What follows belongs to an exercise in optimizing a design on an open flow for small area and a short achievable clock period; a production flow would make more cautious choices. The RTL was checked by simulation tests, not by an equivalence proof against the original design. Power figures rest on the tool's default switching activity, not on a simulated workload.

==> v16: inputs <==
// fp_pipeline
module fp_pipeline(
    input                   clk,
    input                   reset,
    input                   in_valid,
    input [5:0]             in_op,
    input [63:0]            in_a,
    input [63:0]            in_b,
    output logic            out_valid,
    output logic [63:0]     out_result);
    localparam logic[5:0] OP_ADD_F = 6'b100000;
    localparam logic[5:0] OP_SUB_F = 6'b100001;
    localparam logic[5:0] OP_MUL_F = 6'b100010;
    localparam logic[5:0] OP_ITOF = 6'b101010;
    localparam logic[5:0] OP_FTOI = 6'b011011;
    localparam logic[5:0] OP_CMPGT_F = 6'b101100;
    localparam logic[5:0] OP_CMPLT_F = 6'b101110;
    localparam logic[5:0] OP_CMPGE_F = 6'b101101;
    localparam logic[5:0] OP_CMPLE_F = 6'b101111;
    localparam logic[5:0] OP_CMPEQ_F = 6'b110000;
    localparam logic[5:0] OP_CMPNE_F = 6'b110001;
    localparam logic[5:0] OP_MULL_I = 6'b000111;
    localparam logic[5:0] OP_MULH_U = 6'b001000;
    localparam logic[5:0] OP_MULH_I = 6'b011111;
    function automatic logic[5:0] clz32(input logic[31:0] v);
        logic[1:0] c2[16];
        logic z2a[16];
        logic[2:0] c4[8];
        logic z4[8];
        logic[3:0] c8[4];
        logic z8[4];
        logic[4:0] c16[2];
        logic z16[2];
        for (int i = 0; i < 16; i++)
        begin
            z2a[i] = !v[2 * i + 1] && !v[2 * i];
            c2[i] = {1'b0, !v[2 * i + 1]};
        end
        for (int i = 0; i < 8; i++)
        begin
            z4[i] = z2a[2 * i + 1] && z2a[2 * i];
            c4[i] = z2a[2 * i + 1] ? {1'b1, c2[2 * i][0]} : {1'b0, c2[2 * i + 1][0]};
        end
  ...
export LEC_CHECK = 0
export ABC_AREA = 1
export CAP_MARGIN = 20
export CORE_MARGIN = 2
export CORE_UTILIZATION = 45
export PLACE_DENSITY = 0.6
export SLEW_MARGIN = 20
create_clock -name core_clock -period 10.0 [get_ports {clk}]
standard.sh (not shown) runs the stock make flow with config.mk's settings and CLKGATE_MAP_FILE= SYNTH_SCRIPT=/design/flow/synth_recipe.tcl, a recipe that flattens the netlist after the stock synthesis.
==> flow/flow/run.sh <==
#!/bin/bash
set -e
export SETUP_SLACK_MARGIN=6
bash standard.sh > standard.log 2>&1
==> v32 (differences from v16) <==
--- a/flow/design.v
+++ b/flow/design.v
@@ -1976,53 +1976,12 @@
             clz32 = 6'd32;
         else if (z16[1])
             clz32 = {2'b01, c16[0][3:0]};
         else
             clz32 = {2'b00, c16[1][3:0]};
     endfunction
-    function automatic logic[32:0] add32c(input logic[31:0] x, input logic[31:0] y, input logic cin);
-        logic[31:0] g, p, gg, pp, c0, c1;
-        g = x & y;
-        p = x ^ y;
-        gg = g;
-        pp = p;
-        for (int l = 0; l < 5; l++)
-            for (int i = 0; i < 32; i++)
-                if (((i >> l) & 1) != 0)
-                begin
-                    gg[i] = gg[i] | (pp[i] & gg[((i >> l) << l) - 1]);
-                    pp[i] = pp[i] & pp[((i >> l) << l) - 1];
-                end
-        c0 = {gg[30:0], 1'b0};
-        c1 = {gg[30:0] | pp[30:0], 1'b1};
-        add32c = cin ? {gg[31] | pp[31], p ^ c1} : {gg[31], p ^ c0};
-    endfunction
-    function automatic logic[63:0] add64(input logic[63:0] x, input logic[63:0] y);
-        logic[63:0] g, p, gg, pp;
-        g = x & y;
-        p = x ^ y;
-        gg = g;
-        pp = p;
-        for (int l = 0; l < 6; l++)
-            for (int i = 0; i < 64; i++)
-                if (((i >> l) & 1) != 0)
-                begin
-                    gg[i] = gg[i] | (pp[i] & gg[((i >> l) << l) - 1]);
-                    pp[i] = pp[i] & pp[((i >> l) << l) - 1];
-                end
-        add64 = p ^ {gg[62:0], 1'b0};
-    endfunction
-    function automatic logic[22:0] inc23(input logic[22:0] x);
-        logic[22:0] pp;
-        pp = x;
-        for (int l = 0; l < 5; l++)
-            for (int i = 0; i < 23; i++)
-                if (((i >> l) & 1) != 0)
-                    pp[i] = pp[i] & pp[((i >> l) << l) - 1];
-        inc23 = x ^ {pp[21:0], 1'b1};
-    endfunction
     logic s0_itof, s0_ftoi, s0_imul, s0_mulhs;
     assign s0_itof = in_op == OP_ITOF;
     assign s0_ftoi = in_op == OP_FTOI;
     assign s0_imul = in_op == OP_MULL_I || in_op == OP_MULH_U || in_op == OP_MULH_I;
     assign s0_mulhs = in_op == OP_MULH_I;
     logic r1_valid, r2_valid, r3_valid;
@@ -2083,67 +2042,61 @@
         for (lane = 0; lane < 2; lane++)
         begin : lane_gen
             logic[31:0] a, b;
             logic[7:0] ea, eb;
             logic[8:0] dab, dba;
             logic[32:0] mx, my;
+            logic[34:0] ye;
+            logic[16:0] bneg, bone, btwo;
             assign a = in_a[lane * 32+:32];
             assign b = in_b[lane * 32+:32];
             assign ea = a[30:23];
             assign eb = b[30:23];
             assign dab = {1'b0, ea} - {1'b0, eb};
             assign dba = {1'b0, eb} - {1'b0, ea};
-            logic[7:0] diff;
-            logic[5:0] ftoi_rshift;
-            logic[5:0] shamt0;
-            assign diff = dab[8] ? dba[7:0] : dab[7:0];
-            always_comb
-            begin
-                if (eb < 8'd118)
-                    ftoi_rshift = 6'd32;
-                else if (eb < 8'd150)
-                    ftoi_rshift = 6'(8'd150 - eb);
-                else
-                    ftoi_rshift = 6'd0;
-                if (s0_itof)
-                    shamt0 = 6'd0;
-                else if (s0_ftoi)
-                    shamt0 = ftoi_rshift;
-                else
-                    shamt0 = diff < 8'd27 ? 6'(diff) : 6'd27;
-            end
             assign mx = s0_imul ? {s0_mulhs && a[31], a} : {9'd0, ea != 0, a[22:0]};
             assign my = s0_imul ? {s0_mulhs && b[31], b} : {9'd0, eb != 0, b[22:0]};
+            assign ye = {my[32], my, 1'b0};
+            for (genvar i = 0; i < 17; i++)
+            begin : booth_gen
+                assign bneg[i] = ye[2 * i + 2];
+                assign bone[i] = ye[2 * i + 1] ^ ye[2 * i];
+                assign btwo[i] = (ye[2 * i + 2] && !ye[2 * i + 1] && !ye[2 * i])
+                    || (!ye[2 * i + 2] && ye[2 * i + 1] && ye[2 * i]);
+            end
             logic[31:0] r1_a, r1_b;
             logic r1_swap;
-            logic[5:0] r1_shamt;
-            logic[9:0] r1_mxh, r1_myh;
-            logic r1_eq;
+            logic[7:0] r1_diff;
+            logic[9:0] r1_mxh;
+            logic[16:0] r1_bneg, r1_bone, r1_btwo;
             always_ff @(posedge clk)
             begin
                 r1_a <= a;
                 r1_b <= b;
                 r1_swap <= !(s0_itof || s0_ftoi) && a[30:0] < b[30:0];
-                r1_shamt <= shamt0;
+                r1_diff <= dab[8] ? dba[7:0] : dab[7:0];
                 r1_mxh <= mx[32:23];
-                r1_myh <= my[32:23];
-                r1_eq <= a == b;
+                r1_bneg <= bneg;
+                r1_bone <= bone;
+                r1_btwo <= btwo;
             end
             logic[31:0] l, s;
             logic[7:0] el, es;
             logic hid_l, hid_s;
             logic l_inf, l_nan, s_inf, s_nan;
             logic sub;
             logic ls;
             logic res_sign;
             logic[7:0] add_exp;
+            logic[5:0] ftoi_rshift;
             logic[5:0] shamt;
             logic[23:0] le;
             logic[31:0] se;
             logic[31:0] aligned;
             logic guard, round;
+            logic[24:0] sticky_bits;
             logic[9:0] mexp_full;
             logic munder, mcarry;
             logic nan, inf, equal, cmp_res;
             logic[63:0] ms, mc, mt, mu;
             assign l = r1_swap ? r1_b : r1_a;
             assign s = r1_swap ? r1_a : r1_b;
@@ -2156,21 +2109,30 @@
             assign s_inf = es == 8'hff && s[22:0] == 0;
             assign s_nan = es == 8'hff && s[22:0] != 0;
             assign sub = !r1_add;
             assign ls = (r1_itof || r1_ftoi) ? s[31] : l[31] ^ s[31] ^ sub;
             assign res_sign = r1_itof ? s[31] : (r1_swap ? l[31] ^ sub : l[31]);
             assign add_exp = r1_itof ? 8'd150 : el;
-            assign shamt = r1_shamt;
+            always_comb
+            begin
+                if (es < 8'd118)
+                    ftoi_rshift = 6'd32;
+                else if (es < 8'd150)
+                    ftoi_rshift = 6'(8'd150 - es);
+                else
+                    ftoi_rshift = 6'd0;
+                if (r1_itof)
+                    shamt = 6'd0;
+                else if (r1_ftoi)
+                    shamt = ftoi_rshift;
+                else
+                    shamt = r1_diff < 8'd27 ? 6'(r1_diff) : 6'd27;
+            end
             assign le = (r1_itof || r1_ftoi) ? 24'd0 : {hid_l, l[22:0]};
             assign se = r1_itof ? s : {8'd0, hid_s, s[22:0]};
-            logic[31:0] sticky_mask;
-            assign {aligned, guard, round} = {se, 2'd0} >> shamt;
-            for (genvar k = 0; k < 32; k++)
-            begin : sticky_mask_gen
-                assign sticky_mask[k] = shamt >= 6'(k + 3);
-            end
+            assign {aligned, guard, round, sticky_bits} = {se, 27'd0} >> shamt;
             assign mexp_full = {2'd0, el} + {2'd0, es} - 10'd127;
             assign munder = mexp_full[9];
             assign mcarry = mexp_full[8];
             always_comb
             begin
                 if (r1_itof)
@@ -2183,34 +2145,24 @@
                     nan = l_nan || s_nan;
                 else
                     nan = l_nan || s_nan || (l_inf && s_inf && ls);
             end
             assign inf = !r1_itof && !nan && (l_inf || s_inf || (r1_fmul && mcarry && !munder));
             assign equal = (l_inf && s_inf && l[31] == s[31])
-                || (!l_inf && !s_inf && r1_eq);
+                || (!l_inf && !s_inf && r1_a == r1_b);
             assign cmp_res = (r1_cmpgt && !res_sign && !equal && !nan)
                 || (r1_cmpge && (!res_sign || equal) && !nan)
                 || (r1_cmplt && res_sign && !equal && !nan)
                 || (r1_cmple && (res_sign || equal) && !nan)
                 || (r1_cmpeq && equal && !nan)
                 || (r1_cmpne && (!equal || nan));
-            logic[34:0] ye;
-            logic[16:0] bneg, bone, btwo;
-            assign ye = {r1_myh[9], r1_myh, r1_b[22:0], 1'b0};
-            for (genvar i = 0; i < 17; i++)
-            begin : booth_gen
-                assign bneg[i] = ye[2 * i + 2];
-                assign bone[i] = ye[2 * i + 1] ^ ye[2 * i];
-                assign btwo[i] = (ye[2 * i + 2] && !ye[2 * i + 1] && !ye[2 * i])
-                    || (!ye[2 * i + 2] && ye[2 * i + 1] && ye[2 * i]);
-            end
             booth_tree33 mul(
                 .x({r1_mxh, r1_a[22:0]}),
-                .bneg(bneg),
-                .bone(bone),
-                .btwo(btwo),
+                .bneg(r1_bneg),
+                .bone(r1_bone),
+                .btwo(r1_btwo),
                 .s(ms),
                 .c(mc),
                 .t(mt),
                 .u(mu));
             logic[63:0] r2_ms, r2_mc, r2_mt, r2_mu;
             logic[31:0] r2_aligned;
@@ -2224,13 +2176,13 @@
                 r2_mc <= mc;
                 r2_mt <= mt;
                 r2_mu <= mu;
                 r2_aligned <= aligned;
                 r2_le <= le;
                 r2_guard <= guard;
-                r2_rs <= round || |(se & sticky_mask);
+                r2_rs <= round || |sticky_bits;
                 r2_exp <= r1_fmul ? mexp_full[7:0] : (r1_ftoi ? (es >= 8'd150 ? es - 8'd150 : 8'd0) : add_exp);
                 r2_sign <= r1_fmul ? l[31] ^ s[31] : res_sign;
                 r2_ls <= r1_cmp ? cmp_res : ls;
                 r2_nan <= nan;
                 r2_inf <= inf;
                 r2_under <= munder;
@@ -2242,16 +2194,16 @@
             logic[21:0] zlow;
             logic[63:0] qs, qc, ps, pc;
             assign qs = r2_ms ^ r2_mc ^ r2_mt;
             assign qc = {(r2_ms[62:0] & r2_mc[62:0]) | (r2_ms[62:0] & r2_mt[62:0]) | (r2_mc[62:0] & r2_mt[62:0]), 1'b0};
             assign ps = qs ^ qc ^ r2_mu;
             assign pc = {(qs[62:0] & qc[62:0]) | (qs[62:0] & r2_mu[62:0]) | (qc[62:0] & r2_mu[62:0]), 1'b0};
-            assign p = add64(ps, pc);
+            assign p = ps + pc;
             assign do_round = r2_guard && (r2_rs || (r2_le[0] ^ r2_aligned[0]));
             assign carry_in = r2_ls ^ (do_round && !r2_ftoi);
-            assign {sum_unused, sum} = add32c({8'd0, r2_le}, r2_aligned ^ {32{r2_ls}}, carry_in);
+            assign {sum, sum_unused} = {8'd0, r2_le, 1'b1} + {r2_aligned ^ {32{r2_ls}}, carry_in};
             assign zlow[0] = !(ps[0] ^ pc[0]);
             for (genvar k = 1; k < 22; k++)
             begin : zlow_gen
                 assign zlow[k] = (ps[k] ^ pc[k]) == (ps[k - 1] | pc[k - 1]);
             end
             logic[5:0] lz;
@@ -2273,13 +2225,13 @@
                 r3_inf <= r2_inf;
                 r3_under <= r2_under;
                 r3_z21 <= &zlow[20:0];
                 r3_z22 <= &zlow[21:0];
             end
             logic mnorm;
-            logic[22:0] msig, msig_r;
+            logic[22:0] msig, msig_r, msig_inc0, msig_inc1;
             logic mguard, mround, msticky, mdo_round, mhidden, movf;
             logic[21:0] msticky_bits;
             logic[7:0] mexp;
             logic[31:0] fmul_res;
             logic[31:0] asum;
             logic[31:0] shifted;
@@ -2289,13 +2241,15 @@
             logic[31:0] add_res;
             logic[31:0] result;
             assign mnorm = !r3_p[47];
             assign {msig, mguard, mround, msticky_bits} = mnorm ? {r3_p[45:0], 1'b0} : r3_p[46:0];
             assign msticky = mnorm ? !r3_z21 : !r3_z22;
             assign mdo_round = mguard && (mround || msticky || msig[0]);
-            assign msig_r = mdo_round ? inc23(msig) : msig;
+            assign msig_inc0 = r3_p[45:23] + 23'd1;
+            assign msig_inc1 = r3_p[46:24] + 23'd1;
+            assign msig_r = mdo_round ? (mnorm ? msig_inc0 : msig_inc1) : msig;
             assign mhidden = mnorm ? r3_p[46] : 1'b1;
             assign movf = mdo_round && (mnorm ? &r3_p[45:23] : &r3_p[46:24]);
             always_comb
             begin
                 if (!mhidden)
                     mexp = 8'd0;
@@ -2313,13 +2267,13 @@
                     fmul_res = {r3_sign, mexp, msig_r};
             end
             assign asum = r3_p[31:0];
             assign shifted = asum << r3_nshift;
             assign subn = r3_subn;
             assign around = shifted[7] && shifted[8] && !r3_ls;
-            assign rsig = subn ? asum[22:0] : (around ? inc23(shifted[30:8]) : shifted[30:8]);
+            assign rsig = subn ? asum[22:0] : shifted[30:8] + 23'(around);
             assign rexp = subn ? 8'd0 : r3_exp - {2'd0, r3_nshift} + 8'd8;
             always_comb
             begin
                 if (r3_inf || (rexp == 8'hff && !r3_nan))
                     add_res = {r3_sign, 8'hff, 23'd0};
                 else if (r3_nan)
==> flow/flow/run.sh (replaced) <==
#!/bin/bash
set -e
export SETUP_SLACK_MARGIN=6.1
export BUFFER_PORTS_ARGS="-buffer_cell sky130_fd_sc_hd__buf_2"
bash standard.sh > standard.log 2>&1
- CTS_CLUSTER_DIAMETER: unset -> 150
- CTS_CLUSTER_SIZE: unset -> 18
==> v18 (differences from v16) <==
--- a/flow/design.v
+++ b/flow/design.v
@@ -1976,53 +1976,12 @@
             clz32 = 6'd32;
         else if (z16[1])
             clz32 = {2'b01, c16[0][3:0]};
         else
             clz32 = {2'b00, c16[1][3:0]};
     endfunction
-    function automatic logic[32:0] add32c(input logic[31:0] x, input logic[31:0] y, input logic cin);
-        logic[31:0] g, p, gg, pp, c0, c1;
-        g = x & y;
-        p = x ^ y;
-        gg = g;
-        pp = p;
-        for (int l = 0; l < 5; l++)
-            for (int i = 0; i < 32; i++)
-                if (((i >> l) & 1) != 0)
-                begin
-                    gg[i] = gg[i] | (pp[i] & gg[((i >> l) << l) - 1]);
-                    pp[i] = pp[i] & pp[((i >> l) << l) - 1];
-                end
-        c0 = {gg[30:0], 1'b0};
-        c1 = {gg[30:0] | pp[30:0], 1'b1};
-        add32c = cin ? {gg[31] | pp[31], p ^ c1} : {gg[31], p ^ c0};
-    endfunction
-    function automatic logic[63:0] add64(input logic[63:0] x, input logic[63:0] y);
-        logic[63:0] g, p, gg, pp;
-        g = x & y;
-        p = x ^ y;
-        gg = g;
-        pp = p;
-        for (int l = 0; l < 6; l++)
-            for (int i = 0; i < 64; i++)
-                if (((i >> l) & 1) != 0)
-                begin
-                    gg[i] = gg[i] | (pp[i] & gg[((i >> l) << l) - 1]);
-                    pp[i] = pp[i] & pp[((i >> l) << l) - 1];
-                end
-        add64 = p ^ {gg[62:0], 1'b0};
-    endfunction
-    function automatic logic[22:0] inc23(input logic[22:0] x);
-        logic[22:0] pp;
-        pp = x;
-        for (int l = 0; l < 5; l++)
-            for (int i = 0; i < 23; i++)
-                if (((i >> l) & 1) != 0)
-                    pp[i] = pp[i] & pp[((i >> l) << l) - 1];
-        inc23 = x ^ {pp[21:0], 1'b1};
-    endfunction
     logic s0_itof, s0_ftoi, s0_imul, s0_mulhs;
     assign s0_itof = in_op == OP_ITOF;
     assign s0_ftoi = in_op == OP_FTOI;
     assign s0_imul = in_op == OP_MULL_I || in_op == OP_MULH_U || in_op == OP_MULH_I;
     assign s0_mulhs = in_op == OP_MULH_I;
     logic r1_valid, r2_valid, r3_valid;
@@ -2083,67 +2042,61 @@
         for (lane = 0; lane < 2; lane++)
         begin : lane_gen
             logic[31:0] a, b;
             logic[7:0] ea, eb;
             logic[8:0] dab, dba;
             logic[32:0] mx, my;
+            logic[34:0] ye;
+            logic[16:0] bneg, bone, btwo;
             assign a = in_a[lane * 32+:32];
             assign b = in_b[lane * 32+:32];
             assign ea = a[30:23];
             assign eb = b[30:23];
             assign dab = {1'b0, ea} - {1'b0, eb};
             assign dba = {1'b0, eb} - {1'b0, ea};
-            logic[7:0] diff;
-            logic[5:0] ftoi_rshift;
-            logic[5:0] shamt0;
-            assign diff = dab[8] ? dba[7:0] : dab[7:0];
-            always_comb
-            begin
-                if (eb < 8'd118)
-                    ftoi_rshift = 6'd32;
-                else if (eb < 8'd150)
-                    ftoi_rshift = 6'(8'd150 - eb);
-                else
-                    ftoi_rshift = 6'd0;
-                if (s0_itof)
-                    shamt0 = 6'd0;
-                else if (s0_ftoi)
-                    shamt0 = ftoi_rshift;
-                else
-                    shamt0 = diff < 8'd27 ? 6'(diff) : 6'd27;
-            end
             assign mx = s0_imul ? {s0_mulhs && a[31], a} : {9'd0, ea != 0, a[22:0]};
             assign my = s0_imul ? {s0_mulhs && b[31], b} : {9'd0, eb != 0, b[22:0]};
+            assign ye = {my[32], my, 1'b0};
+            for (genvar i = 0; i < 17; i++)
+            begin : booth_gen
+                assign bneg[i] = ye[2 * i + 2];
+                assign bone[i] = ye[2 * i + 1] ^ ye[2 * i];
+                assign btwo[i] = (ye[2 * i + 2] && !ye[2 * i + 1] && !ye[2 * i])
+                    || (!ye[2 * i + 2] && ye[2 * i + 1] && ye[2 * i]);
+            end
             logic[31:0] r1_a, r1_b;
             logic r1_swap;
-            logic[5:0] r1_shamt;
-            logic[9:0] r1_mxh, r1_myh;
-            logic r1_eq;
+            logic[7:0] r1_diff;
+            logic[9:0] r1_mxh;
+            logic[16:0] r1_bneg, r1_bone, r1_btwo;
             always_ff @(posedge clk)
             begin
                 r1_a <= a;
                 r1_b <= b;
                 r1_swap <= !(s0_itof || s0_ftoi) && a[30:0] < b[30:0];
-                r1_shamt <= shamt0;
+                r1_diff <= dab[8] ? dba[7:0] : dab[7:0];
                 r1_mxh <= mx[32:23];
-                r1_myh <= my[32:23];
-                r1_eq <= a == b;
+                r1_bneg <= bneg;
+                r1_bone <= bone;
+                r1_btwo <= btwo;
             end
             logic[31:0] l, s;
             logic[7:0] el, es;
             logic hid_l, hid_s;
             logic l_inf, l_nan, s_inf, s_nan;
             logic sub;
             logic ls;
             logic res_sign;
             logic[7:0] add_exp;
+            logic[5:0] ftoi_rshift;
             logic[5:0] shamt;
             logic[23:0] le;
             logic[31:0] se;
             logic[31:0] aligned;
             logic guard, round;
+            logic[24:0] sticky_bits;
             logic[9:0] mexp_full;
             logic munder, mcarry;
             logic nan, inf, equal, cmp_res;
             logic[63:0] ms, mc, mt, mu;
             assign l = r1_swap ? r1_b : r1_a;
             assign s = r1_swap ? r1_a : r1_b;
@@ -2156,21 +2109,30 @@
             assign s_inf = es == 8'hff && s[22:0] == 0;
             assign s_nan = es == 8'hff && s[22:0] != 0;
             assign sub = !r1_add;
             assign ls = (r1_itof || r1_ftoi) ? s[31] : l[31] ^ s[31] ^ sub;
             assign res_sign = r1_itof ? s[31] : (r1_swap ? l[31] ^ sub : l[31]);
             assign add_exp = r1_itof ? 8'd150 : el;
-            assign shamt = r1_shamt;
+            always_comb
+            begin
+                if (es < 8'd118)
+                    ftoi_rshift = 6'd32;
+                else if (es < 8'd150)
+                    ftoi_rshift = 6'(8'd150 - es);
+                else
+                    ftoi_rshift = 6'd0;
+                if (r1_itof)
+                    shamt = 6'd0;
+                else if (r1_ftoi)
+                    shamt = ftoi_rshift;
+                else
+                    shamt = r1_diff < 8'd27 ? 6'(r1_diff) : 6'd27;
+            end
             assign le = (r1_itof || r1_ftoi) ? 24'd0 : {hid_l, l[22:0]};
             assign se = r1_itof ? s : {8'd0, hid_s, s[22:0]};
-            logic[31:0] sticky_mask;
-            assign {aligned, guard, round} = {se, 2'd0} >> shamt;
-            for (genvar k = 0; k < 32; k++)
-            begin : sticky_mask_gen
-                assign sticky_mask[k] = shamt >= 6'(k + 3);
-            end
+            assign {aligned, guard, round, sticky_bits} = {se, 27'd0} >> shamt;
             assign mexp_full = {2'd0, el} + {2'd0, es} - 10'd127;
             assign munder = mexp_full[9];
             assign mcarry = mexp_full[8];
             always_comb
             begin
                 if (r1_itof)
@@ -2183,34 +2145,24 @@
                     nan = l_nan || s_nan;
                 else
                     nan = l_nan || s_nan || (l_inf && s_inf && ls);
             end
             assign inf = !r1_itof && !nan && (l_inf || s_inf || (r1_fmul && mcarry && !munder));
             assign equal = (l_inf && s_inf && l[31] == s[31])
-                || (!l_inf && !s_inf && r1_eq);
+                || (!l_inf && !s_inf && r1_a == r1_b);
             assign cmp_res = (r1_cmpgt && !res_sign && !equal && !nan)
                 || (r1_cmpge && (!res_sign || equal) && !nan)
                 || (r1_cmplt && res_sign && !equal && !nan)
                 || (r1_cmple && (res_sign || equal) && !nan)
                 || (r1_cmpeq && equal && !nan)
                 || (r1_cmpne && (!equal || nan));
-            logic[34:0] ye;
-            logic[16:0] bneg, bone, btwo;
-            assign ye = {r1_myh[9], r1_myh, r1_b[22:0], 1'b0};
-            for (genvar i = 0; i < 17; i++)
-            begin : booth_gen
-                assign bneg[i] = ye[2 * i + 2];
-                assign bone[i] = ye[2 * i + 1] ^ ye[2 * i];
-                assign btwo[i] = (ye[2 * i + 2] && !ye[2 * i + 1] && !ye[2 * i])
-                    || (!ye[2 * i + 2] && ye[2 * i + 1] && ye[2 * i]);
-            end
             booth_tree33 mul(
                 .x({r1_mxh, r1_a[22:0]}),
-                .bneg(bneg),
-                .bone(bone),
-                .btwo(btwo),
+                .bneg(r1_bneg),
+                .bone(r1_bone),
+                .btwo(r1_btwo),
                 .s(ms),
                 .c(mc),
                 .t(mt),
                 .u(mu));
             logic[63:0] r2_ms, r2_mc, r2_mt, r2_mu;
             logic[31:0] r2_aligned;
@@ -2224,13 +2176,13 @@
                 r2_mc <= mc;
                 r2_mt <= mt;
                 r2_mu <= mu;
                 r2_aligned <= aligned;
                 r2_le <= le;
                 r2_guard <= guard;
-                r2_rs <= round || |(se & sticky_mask);
+                r2_rs <= round || |sticky_bits;
                 r2_exp <= r1_fmul ? mexp_full[7:0] : (r1_ftoi ? (es >= 8'd150 ? es - 8'd150 : 8'd0) : add_exp);
                 r2_sign <= r1_fmul ? l[31] ^ s[31] : res_sign;
                 r2_ls <= r1_cmp ? cmp_res : ls;
                 r2_nan <= nan;
                 r2_inf <= inf;
                 r2_under <= munder;
@@ -2242,16 +2194,16 @@
             logic[21:0] zlow;
             logic[63:0] qs, qc, ps, pc;
             assign qs = r2_ms ^ r2_mc ^ r2_mt;
             assign qc = {(r2_ms[62:0] & r2_mc[62:0]) | (r2_ms[62:0] & r2_mt[62:0]) | (r2_mc[62:0] & r2_mt[62:0]), 1'b0};
             assign ps = qs ^ qc ^ r2_mu;
             assign pc = {(qs[62:0] & qc[62:0]) | (qs[62:0] & r2_mu[62:0]) | (qc[62:0] & r2_mu[62:0]), 1'b0};
-            assign p = add64(ps, pc);
+            assign p = ps + pc;
             assign do_round = r2_guard && (r2_rs || (r2_le[0] ^ r2_aligned[0]));
             assign carry_in = r2_ls ^ (do_round && !r2_ftoi);
-            assign {sum_unused, sum} = add32c({8'd0, r2_le}, r2_aligned ^ {32{r2_ls}}, carry_in);
+            assign {sum, sum_unused} = {8'd0, r2_le, 1'b1} + {r2_aligned ^ {32{r2_ls}}, carry_in};
             assign zlow[0] = !(ps[0] ^ pc[0]);
             for (genvar k = 1; k < 22; k++)
             begin : zlow_gen
                 assign zlow[k] = (ps[k] ^ pc[k]) == (ps[k - 1] | pc[k - 1]);
             end
             logic[5:0] lz;
@@ -2273,13 +2225,13 @@
                 r3_inf <= r2_inf;
                 r3_under <= r2_under;
                 r3_z21 <= &zlow[20:0];
                 r3_z22 <= &zlow[21:0];
             end
             logic mnorm;
-            logic[22:0] msig, msig_r;
+            logic[22:0] msig, msig_r, msig_inc0, msig_inc1;
             logic mguard, mround, msticky, mdo_round, mhidden, movf;
             logic[21:0] msticky_bits;
             logic[7:0] mexp;
             logic[31:0] fmul_res;
             logic[31:0] asum;
             logic[31:0] shifted;
@@ -2289,13 +2241,15 @@
             logic[31:0] add_res;
             logic[31:0] result;
             assign mnorm = !r3_p[47];
             assign {msig, mguard, mround, msticky_bits} = mnorm ? {r3_p[45:0], 1'b0} : r3_p[46:0];
             assign msticky = mnorm ? !r3_z21 : !r3_z22;
             assign mdo_round = mguard && (mround || msticky || msig[0]);
-            assign msig_r = mdo_round ? inc23(msig) : msig;
+            assign msig_inc0 = r3_p[45:23] + 23'd1;
+            assign msig_inc1 = r3_p[46:24] + 23'd1;
+            assign msig_r = mdo_round ? (mnorm ? msig_inc0 : msig_inc1) : msig;
             assign mhidden = mnorm ? r3_p[46] : 1'b1;
             assign movf = mdo_round && (mnorm ? &r3_p[45:23] : &r3_p[46:24]);
             always_comb
             begin
                 if (!mhidden)
                     mexp = 8'd0;
@@ -2313,21 +2267,21 @@
                     fmul_res = {r3_sign, mexp, msig_r};
             end
             assign asum = r3_p[31:0];
             assign shifted = asum << r3_nshift;
             assign subn = r3_subn;
             assign around = shifted[7] && shifted[8] && !r3_ls;
-            assign rsig = subn ? asum[22:0] : (around ? inc23(shifted[30:8]) : shifted[30:8]);
+            assign rsig = subn ? asum[22:0] : shifted[30:8] + 23'(around);
             assign rexp = subn ? 8'd0 : r3_exp - {2'd0, r3_nshift} + 8'd8;
             always_comb
             begin
                 if (r3_inf || (rexp == 8'hff && !r3_nan))
                     add_res = {r3_sign, 8'hff, 23'd0};
                 else if (r3_nan)
                     add_res = 32'h7fffffff;
-                else if (subn && asum[22:0] == 0)
+                else if (rsig == 0 && subn)
                     add_res = 32'd0;
                 else
                     add_res = {r3_sign, rexp, rsig};
             end
             assign result = ({32{r3_ftoi}} & (r3_nan ? 32'h80000000 : shifted))
                 | ({32{r3_cmp}} & {31'd0, r3_ls})
==> run summary <==
Against v32, the routed wire length of v18 is lower by about 3%. Of v16 and v32, v16 has the higher critical path depth (gap 11). Design area, highest first: v18, v16, v32. Of v18 and v32, v18 has the higher combinational power (gap about 1%, measured against v32). Clock-buffer cell count: v32 < v16 < v18.

[re-timing with driven ports]
No port has a modelled driver above. Below, the same layouts with a new extraction and two added sets of constraints.
Step 1: set_driving_cell puts a clkbuf_16 on clk and a buf_2 on each other input, an assumption about the parent block.
Step 2 moves the port delays by t, midway between the first and last clock arrival at a register: inputs arrive t later, outputs are due t later. That takes back most of the time a late clock gives input paths.
a / b / c = ideal / step 1 / step 2; a / b = the first two.
run | t, ns | slack for setup (ns) | hold slack, ns
v16 | 0.909 | 5.972 / 5.972 / 5.286 | 0.330 / 0.330 / 0.330
v32 | 0.837 | 6.043 / 6.043 / 5.446 | 0.331 / 0.331 / 0.331
v18 | 0.927 | 6.010 / 6.010 / 5.225 | 0.328 / 0.328 / 0.328
After both steps setup and hold are still met in every run listed. The setup slack of v18, which loses most, moves by 0.000 ns with the drivers and by -0.785 ns with both steps.
